From an optimization exercise on the open Yosys and OpenROAD flow, aimed at small area and a short achievable clock period; shortcuts taken in it are not production practice. For this run, only the layout was checked, not whether the RTL still works. Power figures rest on the tool's default switching activity, not on a simulated workload.

==> design/flow/design.v <==
module fp1(a, b, rx, ry);
input wire [10:0] a, b;
output wire [20:0] rx, ry;
wire pn_0_0;
wire pn_0_1;
wire pn_0_2;
wire pn_0_3;
wire pn_0_4;
wire pn_0_5;
wire pn_0_6;
wire pn_0_7;
wire pn_0_8;
wire pn_0_9;
wire pn_0_10;
wire pn_1_0;
wire pn_1_1;
wire pn_1_2;
wire pn_1_3;
wire pn_1_4;
wire pn_1_5;
wire pn_1_6;
wire pn_1_7;
wire pn_1_8;
wire pn_1_9;
wire pn_1_10;
wire pn_2_0;
wire pn_2_1;
wire pn_2_2;
wire pn_2_3;
wire pn_2_4;
wire pn_2_5;
wire pn_2_6;
wire pn_2_7;
wire pn_2_8;
wire pn_2_9;
wire pn_2_10;
wire pn_3_0;
wire pn_3_1;
wire pn_3_2;
wire pn_3_3;
wire pn_3_4;
wire pn_3_5;
wire pn_3_6;
wire pn_3_7;
wire pn_3_8;
wire pn_3_9;
wire pn_3_10;
wire pn_4_0;
wire pn_4_1;
wire pn_4_2;
wire pn_4_3;
wire pn_4_4;
wire pn_4_5;
wire pn_4_6;
wire pn_4_7;
wire pn_4_8;
wire pn_4_9;
wire pn_4_10;
wire pn_5_0;
wire pn_5_1;
wire pn_5_2;
wire pn_5_3;
wire pn_5_4;
wire pn_5_5;
wire pn_5_6;
wire pn_5_7;
wire pn_5_8;
wire pn_5_9;
wire pn_5_10;
wire pn_6_0;
wire pn_6_1;
wire pn_6_2;
wire pn_6_3;
wire pn_6_4;
wire pn_6_5;
wire pn_6_6;
wire pn_6_7;
wire pn_6_8;
wire pn_6_9;
wire pn_6_10;
wire pn_7_0;
wire pn_7_1;
wire pn_7_2;
wire pn_7_3;
wire pn_7_4;
wire pn_7_5;
wire pn_7_6;
wire pn_7_7;
wire pn_7_8;
wire pn_7_9;
wire pn_7_10;
wire pn_8_0;
wire pn_8_1;
wire pn_8_2;
wire pn_8_3;
wire pn_8_4;
wire pn_8_5;
wire pn_8_6;
wire pn_8_7;
wire pn_8_8;
wire pn_8_9;
wire pn_8_10;
wire pn_9_0;
wire pn_9_1;
wire pn_9_2;
wire pn_9_3;
wire pn_9_4;
wire pn_9_5;
wire pn_9_6;
wire pn_9_7;
wire pn_9_8;
wire pn_9_9;
wire pn_9_10;
wire pn_10_0;
wire pn_10_1;
wire pn_10_2;
wire pn_10_3;
wire pn_10_4;
wire pn_10_5;
wire pn_10_6;
wire pn_10_7;
wire pn_10_8;
wire pn_10_9;
wire pn_10_10;
wire hs0;
wire hc0;
wire hs1;
wire hc1;
wire fs0;
wire fc0;
wire hs2;
wire hc2;
wire fs1;
wire fc1;
wire fs2;
wire fc2;
wire hs3;
wire hc3;
wire fs3;
wire fc3;
wire fs4;
wire fc4;
wire fs5;
wire fc5;
wire hs4;
wire hc4;
wire fs6;
wire fc6;
wire fs7;
wire fc7;
wire fs8;
wire fc8;
wire fs9;
wire fc9;
wire hs5;
wire hc5;
wire fs10;
wire fc10;
wire fs11;
wire fc11;
wire fs12;
wire fc12;
wire fs13;
wire fc13;
wire fs14;
wire fc14;
wire hs6;
wire hc6;
wire fs15;
wire fc15;
wire fs16;
wire fc16;
wire fs17;
wire fc17;
wire fs18;
wire fc18;
wire fs19;
wire fc19;
wire fs20;
wire fc20;
wire hs7;
wire hc7;
wire fs21;
wire fc21;
wire fs22;
wire fc22;
wire fs23;
wire fc23;
wire fs24;
wire fc24;
wire fs25;
wire fc25;
wire fs26;
wire fc26;
wire fs27;
wire fc27;
wire hs8;
wire hc8;
wire fs28;
wire fc28;
wire fs29;
wire fc29;
wire fs30;
wire fc30;
wire fs31;
wire fc31;
wire fs32;
wire fc32;
wire fs33;
wire fc33;
wire fs34;
wire fc34;
wire fs35;
wire fc35;
wire hs9;
wire hc9;
wire fs36;
wire fc36;
wire fs37;
wire fc37;
wire fs38;
wire fc38;
wire fs39;
wire fc39;
wire fs40;
wire fc40;
wire fs41;
wire fc41;
wire fs42;
wire fc42;
wire fs43;
wire fc43;
wire fs44;
wire fc44;
wire fs45;
wire fc45;
wire fs46;
wire fc46;
wire fs47;
wire fc47;
wire fs48;
wire fc48;
wire fs49;
wire fc49;
wire fs50;
wire fc50;
wire fs51;
wire fc51;
wire fs52;
wire fc52;
wire fs53;
wire fc53;
wire fs54;
wire fc54;
wire fs55;
wire fc55;
wire fs56;
wire fc56;
wire fs57;
wire fc57;
wire fs58;
wire fc58;
wire fs59;
wire fc59;
wire fs60;
wire fc60;
wire fs61;
wire fc61;
wire fs62;
wire fc62;
wire fs63;
wire fc63;
wire fs64;
wire fc64;
wire fs65;
wire fc65;
wire fs66;
wire fc66;
wire fs67;
wire fc67;
wire fs68;
wire fc68;
wire fs69;
wire fc69;
wire fs70;
wire fc70;
wire fs71;
wire fc71;
wire fs72;
wire fc72;
wire fs73;
wire fc73;
wire fs74;
wire fc74;
wire fs75;
wire fc75;
wire fs76;
wire fc76;
wire fs77;
wire fc77;
wire fs78;
wire fc78;
wire fs79;
wire fc79;
assign pn_0_0 = ~(a[0] & b[0]);
assign pn_0_1 = ~(a[0] & b[1]);
assign pn_0_2 = ~(a[0] & b[2]);
assign pn_0_3 = ~(a[0] & b[3]);
assign pn_0_4 = ~(a[0] & b[4]);
assign pn_0_5 = ~(a[0] & b[5]);
assign pn_0_6 = ~(a[0] & b[6]);
assign pn_0_7 = ~(a[0] & b[7]);
assign pn_0_8 = ~(a[0] & b[8]);
assign pn_0_9 = ~(a[0] & b[9]);
assign pn_0_10 = ~(a[0] & b[10]);
assign pn_1_0 = ~(a[1] & b[0]);
assign pn_1_1 = ~(a[1] & b[1]);
assign pn_1_2 = ~(a[1] & b[2]);
assign pn_1_3 = ~(a[1] & b[3]);
assign pn_1_4 = ~(a[1] & b[4]);
assign pn_1_5 = ~(a[1] & b[5]);
assign pn_1_6 = ~(a[1] & b[6]);
assign pn_1_7 = ~(a[1] & b[7]);
assign pn_1_8 = ~(a[1] & b[8]);
assign pn_1_9 = ~(a[1] & b[9]);
assign pn_1_10 = ~(a[1] & b[10]);
assign pn_2_0 = ~(a[2] & b[0]);
assign pn_2_1 = ~(a[2] & b[1]);
assign pn_2_2 = ~(a[2] & b[2]);
assign pn_2_3 = ~(a[2] & b[3]);
assign pn_2_4 = ~(a[2] & b[4]);
assign pn_2_5 = ~(a[2] & b[5]);
assign pn_2_6 = ~(a[2] & b[6]);
assign pn_2_7 = ~(a[2] & b[7]);
assign pn_2_8 = ~(a[2] & b[8]);
assign pn_2_9 = ~(a[2] & b[9]);
assign pn_2_10 = ~(a[2] & b[10]);
assign pn_3_0 = ~(a[3] & b[0]);
assign pn_3_1 = ~(a[3] & b[1]);
assign pn_3_2 = ~(a[3] & b[2]);
assign pn_3_3 = ~(a[3] & b[3]);
assign pn_3_4 = ~(a[3] & b[4]);
assign pn_3_5 = ~(a[3] & b[5]);
assign pn_3_6 = ~(a[3] & b[6]);
assign pn_3_7 = ~(a[3] & b[7]);
assign pn_3_8 = ~(a[3] & b[8]);
assign pn_3_9 = ~(a[3] & b[9]);
assign pn_3_10 = ~(a[3] & b[10]);
assign pn_4_0 = ~(a[4] & b[0]);
assign pn_4_1 = ~(a[4] & b[1]);
assign pn_4_2 = ~(a[4] & b[2]);
assign pn_4_3 = ~(a[4] & b[3]);
assign pn_4_4 = ~(a[4] & b[4]);
assign pn_4_5 = ~(a[4] & b[5]);
assign pn_4_6 = ~(a[4] & b[6]);
assign pn_4_7 = ~(a[4] & b[7]);
assign pn_4_8 = ~(a[4] & b[8]);
assign pn_4_9 = ~(a[4] & b[9]);
assign pn_4_10 = ~(a[4] & b[10]);
assign pn_5_0 = ~(a[5] & b[0]);
assign pn_5_1 = ~(a[5] & b[1]);
assign pn_5_2 = ~(a[5] & b[2]);
assign pn_5_3 = ~(a[5] & b[3]);
assign pn_5_4 = ~(a[5] & b[4]);
assign pn_5_5 = ~(a[5] & b[5]);
assign pn_5_6 = ~(a[5] & b[6]);
assign pn_5_7 = ~(a[5] & b[7]);
assign pn_5_8 = ~(a[5] & b[8]);
assign pn_5_9 = ~(a[5] & b[9]);
assign pn_5_10 = ~(a[5] & b[10]);
assign pn_6_0 = ~(a[6] & b[0]);
assign pn_6_1 = ~(a[6] & b[1]);
assign pn_6_2 = ~(a[6] & b[2]);
assign pn_6_3 = ~(a[6] & b[3]);
assign pn_6_4 = ~(a[6] & b[4]);
assign pn_6_5 = ~(a[6] & b[5]);
assign pn_6_6 = ~(a[6] & b[6]);
assign pn_6_7 = ~(a[6] & b[7]);
assign pn_6_8 = ~(a[6] & b[8]);
assign pn_6_9 = ~(a[6] & b[9]);
assign pn_6_10 = ~(a[6] & b[10]);
assign pn_7_0 = ~(a[7] & b[0]);
assign pn_7_1 = ~(a[7] & b[1]);
assign pn_7_2 = ~(a[7] & b[2]);
assign pn_7_3 = ~(a[7] & b[3]);
assign pn_7_4 = ~(a[7] & b[4]);
assign pn_7_5 = ~(a[7] & b[5]);
assign pn_7_6 = ~(a[7] & b[6]);
assign pn_7_7 = ~(a[7] & b[7]);
assign pn_7_8 = ~(a[7] & b[8]);
assign pn_7_9 = ~(a[7] & b[9]);
assign pn_7_10 = ~(a[7] & b[10]);
assign pn_8_0 = ~(a[8] & b[0]);
assign pn_8_1 = ~(a[8] & b[1]);
assign pn_8_2 = ~(a[8] & b[2]);
assign pn_8_3 = ~(a[8] & b[3]);
assign pn_8_4 = ~(a[8] & b[4]);
assign pn_8_5 = ~(a[8] & b[5]);
assign pn_8_6 = ~(a[8] & b[6]);
assign pn_8_7 = ~(a[8] & b[7]);
assign pn_8_8 = ~(a[8] & b[8]);
assign pn_8_9 = ~(a[8] & b[9]);
assign pn_8_10 = ~(a[8] & b[10]);
assign pn_9_0 = ~(a[9] & b[0]);
assign pn_9_1 = ~(a[9] & b[1]);
assign pn_9_2 = ~(a[9] & b[2]);
assign pn_9_3 = ~(a[9] & b[3]);
assign pn_9_4 = ~(a[9] & b[4]);
assign pn_9_5 = ~(a[9] & b[5]);
assign pn_9_6 = ~(a[9] & b[6]);
assign pn_9_7 = ~(a[9] & b[7]);
assign pn_9_8 = ~(a[9] & b[8]);
assign pn_9_9 = ~(a[9] & b[9]);
assign pn_9_10 = ~(a[9] & b[10]);
assign pn_10_0 = ~(a[10] & b[0]);
assign pn_10_1 = ~(a[10] & b[1]);
assign pn_10_2 = ~(a[10] & b[2]);
assign pn_10_3 = ~(a[10] & b[3]);
assign pn_10_4 = ~(a[10] & b[4]);
assign pn_10_5 = ~(a[10] & b[5]);
assign pn_10_6 = ~(a[10] & b[6]);
assign pn_10_7 = ~(a[10] & b[7]);
assign pn_10_8 = ~(a[10] & b[8]);
assign pn_10_9 = ~(a[10] & b[9]);
assign pn_10_10 = ~(a[10] & b[10]);
hai_c u_h0(.a(pn_0_2), .b(pn_1_1), .s(hs0), .co(hc0));
hai_c u_h1(.a(pn_0_3), .b(pn_1_2), .s(hs1), .co(hc1));
fa_c u_f0(.a(pn_2_1), .b(pn_3_0), .c(hc0), .s(fs0), .co(fc0));
hai_c u_h2(.a(pn_0_4), .b(pn_1_3), .s(hs2), .co(hc2));
fa_c u_f1(.a(pn_2_2), .b(pn_3_1), .c(pn_4_0), .s(fs1), .co(fc1));
fa_c u_f2(.a(hc1), .b(hs2), .c(fs1), .s(fs2), .co(fc2));
hai_c u_h3(.a(pn_0_5), .b(pn_1_4), .s(hs3), .co(hc3));
fa_c u_f3(.a(pn_2_3), .b(pn_3_2), .c(pn_4_1), .s(fs3), .co(fc3));
fa_c u_f4(.a(pn_5_0), .b(hc2), .c(hs3), .s(fs4), .co(fc4));
fa_c u_f5(.a(fc1), .b(fs3), .c(fs4), .s(fs5), .co(fc5));
hai_c u_h4(.a(pn_0_6), .b(pn_1_5), .s(hs4), .co(hc4));
fa_c u_f6(.a(pn_2_4), .b(pn_3_3), .c(pn_4_2), .s(fs6), .co(fc6));
fa_c u_f7(.a(pn_5_1), .b(pn_6_0), .c(hc3), .s(fs7), .co(fc7));
fa_c u_f8(.a(hs4), .b(fc3), .c(fs6), .s(fs8), .co(fc8));
fa_c u_f9(.a(fs7), .b(fc4), .c(fs8), .s(fs9), .co(fc9));
hai_c u_h5(.a(pn_0_7), .b(pn_1_6), .s(hs5), .co(hc5));
fa_c u_f10(.a(pn_2_5), .b(pn_3_4), .c(pn_4_3), .s(fs10), .co(fc10));
fa_c u_f11(.a(pn_5_2), .b(pn_6_1), .c(pn_7_0), .s(fs11), .co(fc11));
fa_c u_f12(.a(hc4), .b(hs5), .c(fc6), .s(fs12), .co(fc12));
fa_c u_f13(.a(fs10), .b(fs11), .c(fc7), .s(fs13), .co(fc13));
fa_c u_f14(.a(fs12), .b(fc8), .c(fs13), .s(fs14), .co(fc14));
hai_c u_h6(.a(pn_0_8), .b(pn_1_7), .s(hs6), .co(hc6));
fa_c u_f15(.a(pn_2_6), .b(pn_3_5), .c(pn_4_4), .s(fs15), .co(fc15));
fa_c u_f16(.a(pn_5_3), .b(pn_6_2), .c(pn_7_1), .s(fs16), .co(fc16));
fa_c u_f17(.a(pn_8_0), .b(hc5), .c(hs6), .s(fs17), .co(fc17));
fa_c u_f18(.a(fc10), .b(fc11), .c(fs15), .s(fs18), .co(fc18));
fa_c u_f19(.a(fs16), .b(fs17), .c(fc12), .s(fs19), .co(fc19));
fa_c u_f20(.a(fs18), .b(fc13), .c(fs19), .s(fs20), .co(fc20));
hai_c u_h7(.a(pn_0_9), .b(pn_1_8), .s(hs7), .co(hc7));
fa_c u_f21(.a(pn_2_7), .b(pn_3_6), .c(pn_4_5), .s(fs21), .co(fc21));
fa_c u_f22(.a(pn_5_4), .b(pn_6_3), .c(pn_7_2), .s(fs22), .co(fc22));
fa_c u_f23(.a(pn_8_1), .b(pn_9_0), .c(hc6), .s(fs23), .co(fc23));
fa_c u_f24(.a(hs7), .b(fc15), .c(fc16), .s(fs24), .co(fc24));
fa_c u_f25(.a(fs21), .b(fs22), .c(fs23), .s(fs25), .co(fc25));
fa_c u_f26(.a(fc17), .b(fc18), .c(fs24), .s(fs26), .co(fc26));
fa_c u_f27(.a(fs25), .b(fc19), .c(fs26), .s(fs27), .co(fc27));
hai_c u_h8(.a(pn_0_10), .b(pn_1_9), .s(hs8), .co(hc8));
fa_c u_f28(.a(pn_2_8), .b(pn_3_7), .c(pn_4_6), .s(fs28), .co(fc28));
fa_c u_f29(.a(pn_5_5), .b(pn_6_4), .c(pn_7_3), .s(fs29), .co(fc29));
fa_c u_f30(.a(pn_8_2), .b(pn_9_1), .c(pn_10_0), .s(fs30), .co(fc30));
fa_c u_f31(.a(hc7), .b(hs8), .c(fc21), .s(fs31), .co(fc31));
fa_c u_f32(.a(fc22), .b(fs28), .c(fs29), .s(fs32), .co(fc32));
fa_c u_f33(.a(fs30), .b(fc23), .c(fc24), .s(fs33), .co(fc33));
fa_c u_f34(.a(fs31), .b(fc25), .c(fs32), .s(fs34), .co(fc34));
fa_c u_f35(.a(fs33), .b(fc26), .c(fs34), .s(fs35), .co(fc35));
hai_c u_h9(.a(pn_1_10), .b(pn_2_9), .s(hs9), .co(hc9));
fa_c u_f36(.a(pn_3_8), .b(pn_4_7), .c(pn_5_6), .s(fs36), .co(fc36));
fa_c u_f37(.a(pn_6_5), .b(pn_7_4), .c(pn_8_3), .s(fs37), .co(fc37));
fa_c u_f38(.a(pn_9_2), .b(pn_10_1), .c(hc8), .s(fs38), .co(fc38));
fa_c u_f39(.a(hs9), .b(fc28), .c(fc29), .s(fs39), .co(fc39));
fa_c u_f40(.a(fc30), .b(fs36), .c(fs37), .s(fs40), .co(fc40));
fa_c u_f41(.a(fs38), .b(fc31), .c(fc32), .s(fs41), .co(fc41));
fa_c u_f42(.a(fs39), .b(fs40), .c(fc33), .s(fs42), .co(fc42));
fa_c u_f43(.a(fs41), .b(fc34), .c(fs42), .s(fs43), .co(fc43));
fa_c u_f44(.a(pn_2_10), .b(pn_3_9), .c(pn_4_8), .s(fs44), .co(fc44));
fa_c u_f45(.a(pn_5_7), .b(pn_6_6), .c(pn_7_5), .s(fs45), .co(fc45));
fa_c u_f46(.a(pn_8_4), .b(pn_9_3), .c(pn_10_2), .s(fs46), .co(fc46));
fa_c u_f47(.a(hc9), .b(fc36), .c(fc37), .s(fs47), .co(fc47));
fa_c u_f48(.a(fs44), .b(fs45), .c(fs46), .s(fs48), .co(fc48));
fa_c u_f49(.a(fc38), .b(fc39), .c(fc40), .s(fs49), .co(fc49));
fa_c u_f50(.a(fs47), .b(fs48), .c(fc41), .s(fs50), .co(fc50));
fa_c u_f51(.a(fs49), .b(fc42), .c(fs50), .s(fs51), .co(fc51));
fa_c u_f52(.a(pn_3_10), .b(pn_4_9), .c(pn_5_8), .s(fs52), .co(fc52));
fa_c u_f53(.a(pn_6_7), .b(pn_7_6), .c(pn_8_5), .s(fs53), .co(fc53));
fa_c u_f54(.a(pn_9_4), .b(pn_10_3), .c(fc44), .s(fs54), .co(fc54));
fa_c u_f55(.a(fc45), .b(fc46), .c(fs52), .s(fs55), .co(fc55));
fa_c u_f56(.a(fs53), .b(fc47), .c(fs54), .s(fs56), .co(fc56));
fa_c u_f57(.a(fs55), .b(fc48), .c(fc49), .s(fs57), .co(fc57));
fa_c u_f58(.a(fs56), .b(fc50), .c(fs57), .s(fs58), .co(fc58));
fa_c u_f59(.a(pn_4_10), .b(pn_5_9), .c(pn_6_8), .s(fs59), .co(fc59));
fa_c u_f60(.a(pn_7_7), .b(pn_8_6), .c(pn_9_5), .s(fs60), .co(fc60));
fa_c u_f61(.a(pn_10_4), .b(fc52), .c(fc53), .s(fs61), .co(fc61));
fa_c u_f62(.a(fs59), .b(fs60), .c(fc54), .s(fs62), .co(fc62));
fa_c u_f63(.a(fc55), .b(fs61), .c(fs62), .s(fs63), .co(fc63));
fa_c u_f64(.a(fc56), .b(fs63), .c(fc57), .s(fs64), .co(fc64));
fa_c u_f65(.a(pn_5_10), .b(pn_6_9), .c(pn_7_8), .s(fs65), .co(fc65));
fa_c u_f66(.a(pn_8_7), .b(pn_9_6), .c(pn_10_5), .s(fs66), .co(fc66));
fa_c u_f67(.a(fc59), .b(fc60), .c(fs65), .s(fs67), .co(fc67));
fa_c u_f68(.a(fs66), .b(fc61), .c(fs67), .s(fs68), .co(fc68));
fa_c u_f69(.a(fc62), .b(fs68), .c(fc63), .s(fs69), .co(fc69));
fa_c u_f70(.a(pn_6_10), .b(pn_7_9), .c(pn_8_8), .s(fs70), .co(fc70));
fa_c u_f71(.a(pn_9_7), .b(pn_10_6), .c(fc65), .s(fs71), .co(fc71));
fa_c u_f72(.a(fc66), .b(fs70), .c(fs71), .s(fs72), .co(fc72));
fa_c u_f73(.a(fc67), .b(fs72), .c(fc68), .s(fs73), .co(fc73));
fa_c u_f74(.a(pn_7_10), .b(pn_8_9), .c(pn_9_8), .s(fs74), .co(fc74));
fa_c u_f75(.a(pn_10_7), .b(fc70), .c(fs74), .s(fs75), .co(fc75));
fa_c u_f76(.a(fc71), .b(fs75), .c(fc72), .s(fs76), .co(fc76));
fa_c u_f77(.a(pn_8_10), .b(pn_9_9), .c(pn_10_8), .s(fs77), .co(fc77));
fa_c u_f78(.a(fc74), .b(fs77), .c(fc75), .s(fs78), .co(fc78));
fa_c u_f79(.a(pn_9_10), .b(pn_10_9), .c(fc77), .s(fs79), .co(fc79));
assign rx = {pn_10_10, fs79, fs78, fs76, fs73, fs69, fc58, fc51, fc43, fc35, fc27, fc20, fc14, fc9, fc5, fc2, fc0, hs1, pn_2_0, pn_0_1, pn_0_0};
assign ry = {fc79, fc78, fc76, fc73, fc69, fc64, fs64, fs58, fs51, fs43, fs35, fs27, fs20, fs14, fs9, fs5, fs2, fs0, hs0, pn_1_0, 1'b1};
endmodule
module fa_c(a, b, c, s, co);
input wire a, b, c;
output wire s, co;
assign s = a ^ b ^ c;
assign co = (a & b) | (c & (a ^ b));
endmodule
module hai_c(a, b, s, co);
input wire a, b;
output wire s, co;
assign s = ~(a ^ b);
assign co = a | b;
endmodule
module fp2(s, e, sign, fp_result, under, over);
input wire [20:9] s;
input wire [4:0] e;
input wire sign;
output wire [15:0] fp_result;
output wire under, over;
wire [4:0] e_inc = e + 5'd1;
wire u0 = e > 5'd24;
wire u1 = (e > 5'd23) && (e != 5'd31);    
wire [4:0] te = s[20] ? e : e_inc;
wire [10:0] ts = s[20] ? s[19:9] : s[20:10];
assign fp_result = {sign, te[3:0], ts};
assign under = s[20] ? u0 : u1;
assign over = te[4];
endmodule
module fp_mul(clk, op1, op2, result, under, over);
input wire clk;
input wire [15:0] op1, op2;
output wire [15:0] result;
output wire under, over;
reg [10:0] sa, sb;
reg [4:0] e1;
reg sg1;
always @(posedge clk)
begin
	sa <= op1[10:0];
	sb <= op2[10:0];
	e1 <= {1'b0, op1[14:11]} + {1'b0, op2[14:11]} - 5'd7;
	sg1 <= op1[15] ^ op2[15];
end
wire [20:0] rx, ry;
fp1 stage1(.a(sa), .b(sb), .rx(rx), .ry(ry));
wire [20:0] prod = ~rx + ~ry;
reg [20:9] s;
reg [4:0] e2;
reg sg2;
always @(posedge clk)
begin
	s <= prod[20:9];
	e2 <= e1;
	sg2 <= sg1;
end
fp2 stage2(.s(s), .e(e2), .sign(sg2), .fp_result(result), .under(under), .over(over));
endmodule
==> design/flow/flow/run.sh <==
#!/bin/bash
# The standard layout (the standard.sh), with plain buf_1 cells as the
# input and output port buffers instead of the ones buffer_ports picks.
export BUFFER_PORTS_ARGS="-buffer_cell sky130_fd_sc_hd__buf_1"
bash standard.sh > standard.log 2>&1
==> design/flow/standard.sh <==
#!/bin/bash
# synth_recipe.tcl (not shown) runs the flow's synth.tcl, then flattens the netlist and writes it again
# the make line also repeats each setting of config.mk as NAME=value (left out here)
make -C /OpenROAD-flow-scripts/flow DESIGN_CONFIG=/design/flow/config.mk WORK_HOME=/design/flow/orfs CLKGATE_MAP_FILE= SYNTH_SCRIPT=/design/flow/synth_recipe.tcl "${@:-finish}"
==> design/flow/config.mk <==
export PLATFORM = sky130hd
export DESIGN_NAME = fp_mul
export DESIGN_NICKNAME = fp_mul
export VERILOG_FILES = /design/flow/design.v
export SDC_FILE = /design/flow/constraint.sdc
export NUM_CORES = 4
export LEC_CHECK = 0
export CAP_MARGIN = 20
export CORE_MARGIN = 2
export CORE_UTILIZATION = 40
export CTS_BUF_LIST = sky130_fd_sc_hd__clkbuf_8
export SLEW_MARGIN = 20
export SYNTH_HIERARCHICAL = 1
export SYNTH_MINIMUM_KEEP_SIZE = 0
==> design/flow/constraint.sdc <==
create_clock -name core_clock -period 5.3 [get_ports {clk}]
set_input_delay 1.0600 -clock core_clock [delete_from_list [all_inputs] [get_ports {clk}]]
set_output_delay 1.0600 -clock core_clock [all_outputs]
set_load 0.01 [all_outputs]
==> metrics.md <==
| Metric | Value |
|---|---|
| Relative slew slack | `44.7%` |
| Drt pass-1 iters | `4` |
| Vias per std cell | `4.74` |
| Fmax | `0.215 GHz` |
| Layout cell share with drive strength beyond 1 | `6.97%` |
| Setup repair after global routing missed its margin | `false` |
| Worst hold start | `e1[2]` |
| Routed len/inst | `13.8 um` |
| Syn_area_per_cell | `9.58 um^2` |
| Status | `finished clean` |
| Layout area overhead | `-1.25%` |
| Cell area after synthesis | `5290 um^2` |
| Max_cap viols | `0` |
| Synth Net Count | `705` |
| Postcts setup bufs | `0` |
| Crit path capture type | `flop` |
| #FFs+latches synth | `46` |
| Compound-Gate Fraction of Synth Area | `6.93%` |
| WL met3 | `472 um` |
| Final WL | `9970 um` |
| Clock Tree Root | `clkbuf_8` |
| Skew final | `0.0163 ns` |
| Diode count | `0` |
| Post-synth EDFFs | `0` |
| Setup TNS Final | `0 ns` |
| Post-Synth Adder-Cell Area | `39.9%` |
| R2R setup slack | `0.64 ns` |
| Worst hold stages | `0` |
| Worst-path clk slew | `0.09 ns` |
| Count of unique library cells instantiated by Yosys | `51` |
| Met2 wire len | `5270 um` |
| Setup Viol. Count Final | `0` |
| Sequential area share after synthesis | `17.4%` |
| Met1 wire length | `3970 um` |
| Clock sinks | `46` |
| Total power | `2.45 mW` |
| Setup crit start kind | `flop` |
| Power density over the cells | `469 nW/um^2` |
| Synth area leader | `fa_1` |
| Nets | `697` |
| Clock Path Buffers | `2` |
| Layout filler cell count | `1,296` |
| Dominant register cell in the synthesized netlist | `dfxtp_1` |
| Hold crit path type | `flop to flop` |
| Synth area leaders | `fa_1 (31%), dfxtp_1 (17%), ha_1 (9.2%), nand2_1 (8.9%), inv_1 (6.5%)` |
| Initial antenna violation count | `0` |
| Place WS | `0.649 ns` |
| Die span in y | `119 um` |
| DP Wirelength | `8210 um` |
| Data required time of the critical path | `5.55 ns` |
| Post-synthesis simple-gate area fraction | `12.2%` |
| Routability congestion estimate | `0.900` |
| DP Cell Count | `713` |
| WS Path Type | `flop to flop` |
| Crit path DAT | `4.92 ns` |
| R2r endpoint | `s[19]` |
| Final WS setup | `0.640 ns` |
| I/O pin count | `51` |
| WHS Endpoint | `e2[2]` |
| Design area | `5220 um^2` |
| Pleak | `2.41 nW` |
| Largest net degree at the start of global routing | `19` |
| Port bufs | `50` |
| Die area | `14,200 um^2` |
| Slew Viols, Final | `0` |
| Top-area cell type share of the netlist area | `30.7%` |
| Hold buffers post-CTS | `0` |
| Combinational family with the most area after synthesis | `adder cells` |
| Finished Layout Cells | `721` |
| Row cnt | `42` |
| GRT Total Usage | `15.8%` |
| Antenna viol nets, final | `0` |
| Fin crit period | `4.66 ns` |
| TritonCTS Buffers | `5` |
| Die W | `119 um` |
| Via count | `3,414` |
| Worst Reg-to-Reg Cells | `14` |
| Crit path max fanout | `11` |
| Dpl cell area | `5110 um^2` |
| Xor/xnor share of the synthesized area | `2.65%` |
| CTS H-tree lvls | `2` |
| Top Metal Used | `met4` |
| Mux cell area share after synthesis | `2.91%` |
| Worst r2r src | `sa[4]` |
| PostCTS Resize Cnt | `0` |
| Initial Utilization | `40.4%` |
| Ys Warns | `7` |
| Clk latency of the worst-skew pair | `0.33 ns` |
| Post-route DRC | `0` |
| Fin Hold WS | `0.332 ns` |
| Tcrit/Tclk final | `87.9%` |
| Core ar. | `13,100 um^2` |
| Asr flop ratio synth | `0%` |
| Iteration-0 DRC Markers | `132` |
| Vias in the first global route | `3,772` |
| Worst vdd ir | `251 uV` |
| GRT overflow | `0` |
| First-pass GRT wire length | `17,700 um` |
| Util after Layout | `39.9%` |
| Slew @ Worst Pin | `0.828 ns` |
| CTS tree | `yes` |
| Post-synthesis cell count | `552` |
| Final Hold Fails | `0` |
## cell type report
cell class                 instances  area (um^2)  area share, %
clock buffer                       5         68.8           1.32
inverter                          91          342           6.54
multi-input combinational        347         3420           65.5
tap                              176          220           4.22
timing repair buffer              53          210           4.03
sequential                        46          921           17.6
clock inverter                     3         41.3          0.791
## report_power, final
| group | switching, mW | leakage (nW) | total, mW | internal (mW) |
|---|---|---|---|---|
| clock network | 0.129 | 0.0556 | 0.268 | 0.139 |
| registers | 0.0842 | 0.388 | 0.524 | 0.440 |
| logic | 0.906 | 1.97 | 1.66 | 0.752 |
## state kept, by name (all words and copies together) (netlist names)
register / count
e1: 5
e2: 5
s: 12
sg1: 1
sg2: 1
sb: 11
sa: 11
## cells by family after synthesis
kind of cell / count (synthesis)
other: 1
multiplexers: 12
buffers and inverters: 159
flip-flops: 46
adder cells (fa/ha/maj): 120
AND/OR/NAND/NOR: 155
XOR/XNOR: 16
AO/OA/AOI/OAI: 43
## critical path, cell delays in order (launching register included)
cell and delay (ns):
dfxtp_1 0.66, nand2_1 0.15, fa_1 0.51, fa_1 0.42, fa_1 0.40, fa_1 0.46, fa_1 0.49, inv_1 0.04
ha_1 0.35, a21o_1 0.20, a21o_1 0.16, a21oi_1 0.20, o211ai_2 0.18, a41oi_2 0.24, xnor2_1 0.13
## Yosys stat by module (local to each module, per instance)
module,copies in the design,flip-flops and latches,area [um^2]
hai_c,10,0,27.5
fa_c,80,0,20.0
fp2,1,0,330
fp_mul,1,46,2060
fp1,1,0,1020
## synthesized netlist by cell type (2+ instances only)
library cell  number
nand2_1          125
inv_1             91
fa_1              81
dfxtp_1           46
buf_4             43
ha_1              39
buf_6             23
a21oi_1           10
nor2_1            10
xnor2_1            9
a21o_1             7
mux2_2             7
xor2_1             7
mux2_4             5
o21ai_0            5
nand3_1            4
a211oi_1           2
nand2_2            2
nand2b_1           2
nand4_1            2
o21ai_2            2
## metal layers
layer | vias up | track usage [%]
met5 | - | 0
met3 | 20 | 3.40
met1 | 1699 | 18.1
li1 | 1616 | -
met2 | 79 | 29.0
met4 | 0 | 5.73
## placed cells by master, fill, tap and decap left out, drive strengths merged, types with 8 or more instances in the layout
| master | n |
|---|---|
| dfxtp | 46 |
| nand2 | 127 |
| xnor2 | 9 |
| a21oi | 11 |
| inv | 92 |
| buf | 53 |
| fa | 81 |
| o21ai | 8 |
| ha | 39 |
| mux2 | 12 |
| nor2 | 10 |
## worst max path at each step
stage | from | endpoint | depth (start not counted) | slack, ns
detailed placement | sa[4] | s[19] | 14 | 0.65
CTS | sa[4] | s[19] | 14 | 0.62
floorplan | sa[3] | s[19] | 16 | 1.06
finish | sa[4] | s[19] | 14 | 0.64
global placement | sa[3] | s[20] | 14 | 0.74
global route | sa[8] | s[20] | 14 | 0.40

re-timing with driven ports:
No port has a modelled driver above. Below, the same layout with a new extraction and two added sets of constraints. Step 1 (the two cells are an assumption about what drives the block):
set clk [get_ports {clk}]
set_driving_cell -lib_cell sky130_fd_sc_hd__clkbuf_16 $clk
set_driving_cell -lib_cell sky130_fd_sc_hd__buf_2 [delete_from_list [all_inputs] $clk]
Step 2 also shifts input and output timing later by t, the mid clock arrival at the registers, as if the neighbouring blocks saw the same clock. a / b / c = ideal ports / drivers / drivers and shift; a / b = the first two.
shift t [ns]: 0.350
slack for setup (ns): 0.640 / 0.640 / 0.640
worst slew at a driven data input, ns: 0.03
cell pins on the clock port's net: 1
After both steps setup and hold are still met in this run. For this run, drivers alone change the setup slack by 0.000 ns; drivers and shift together by 0.000 ns.
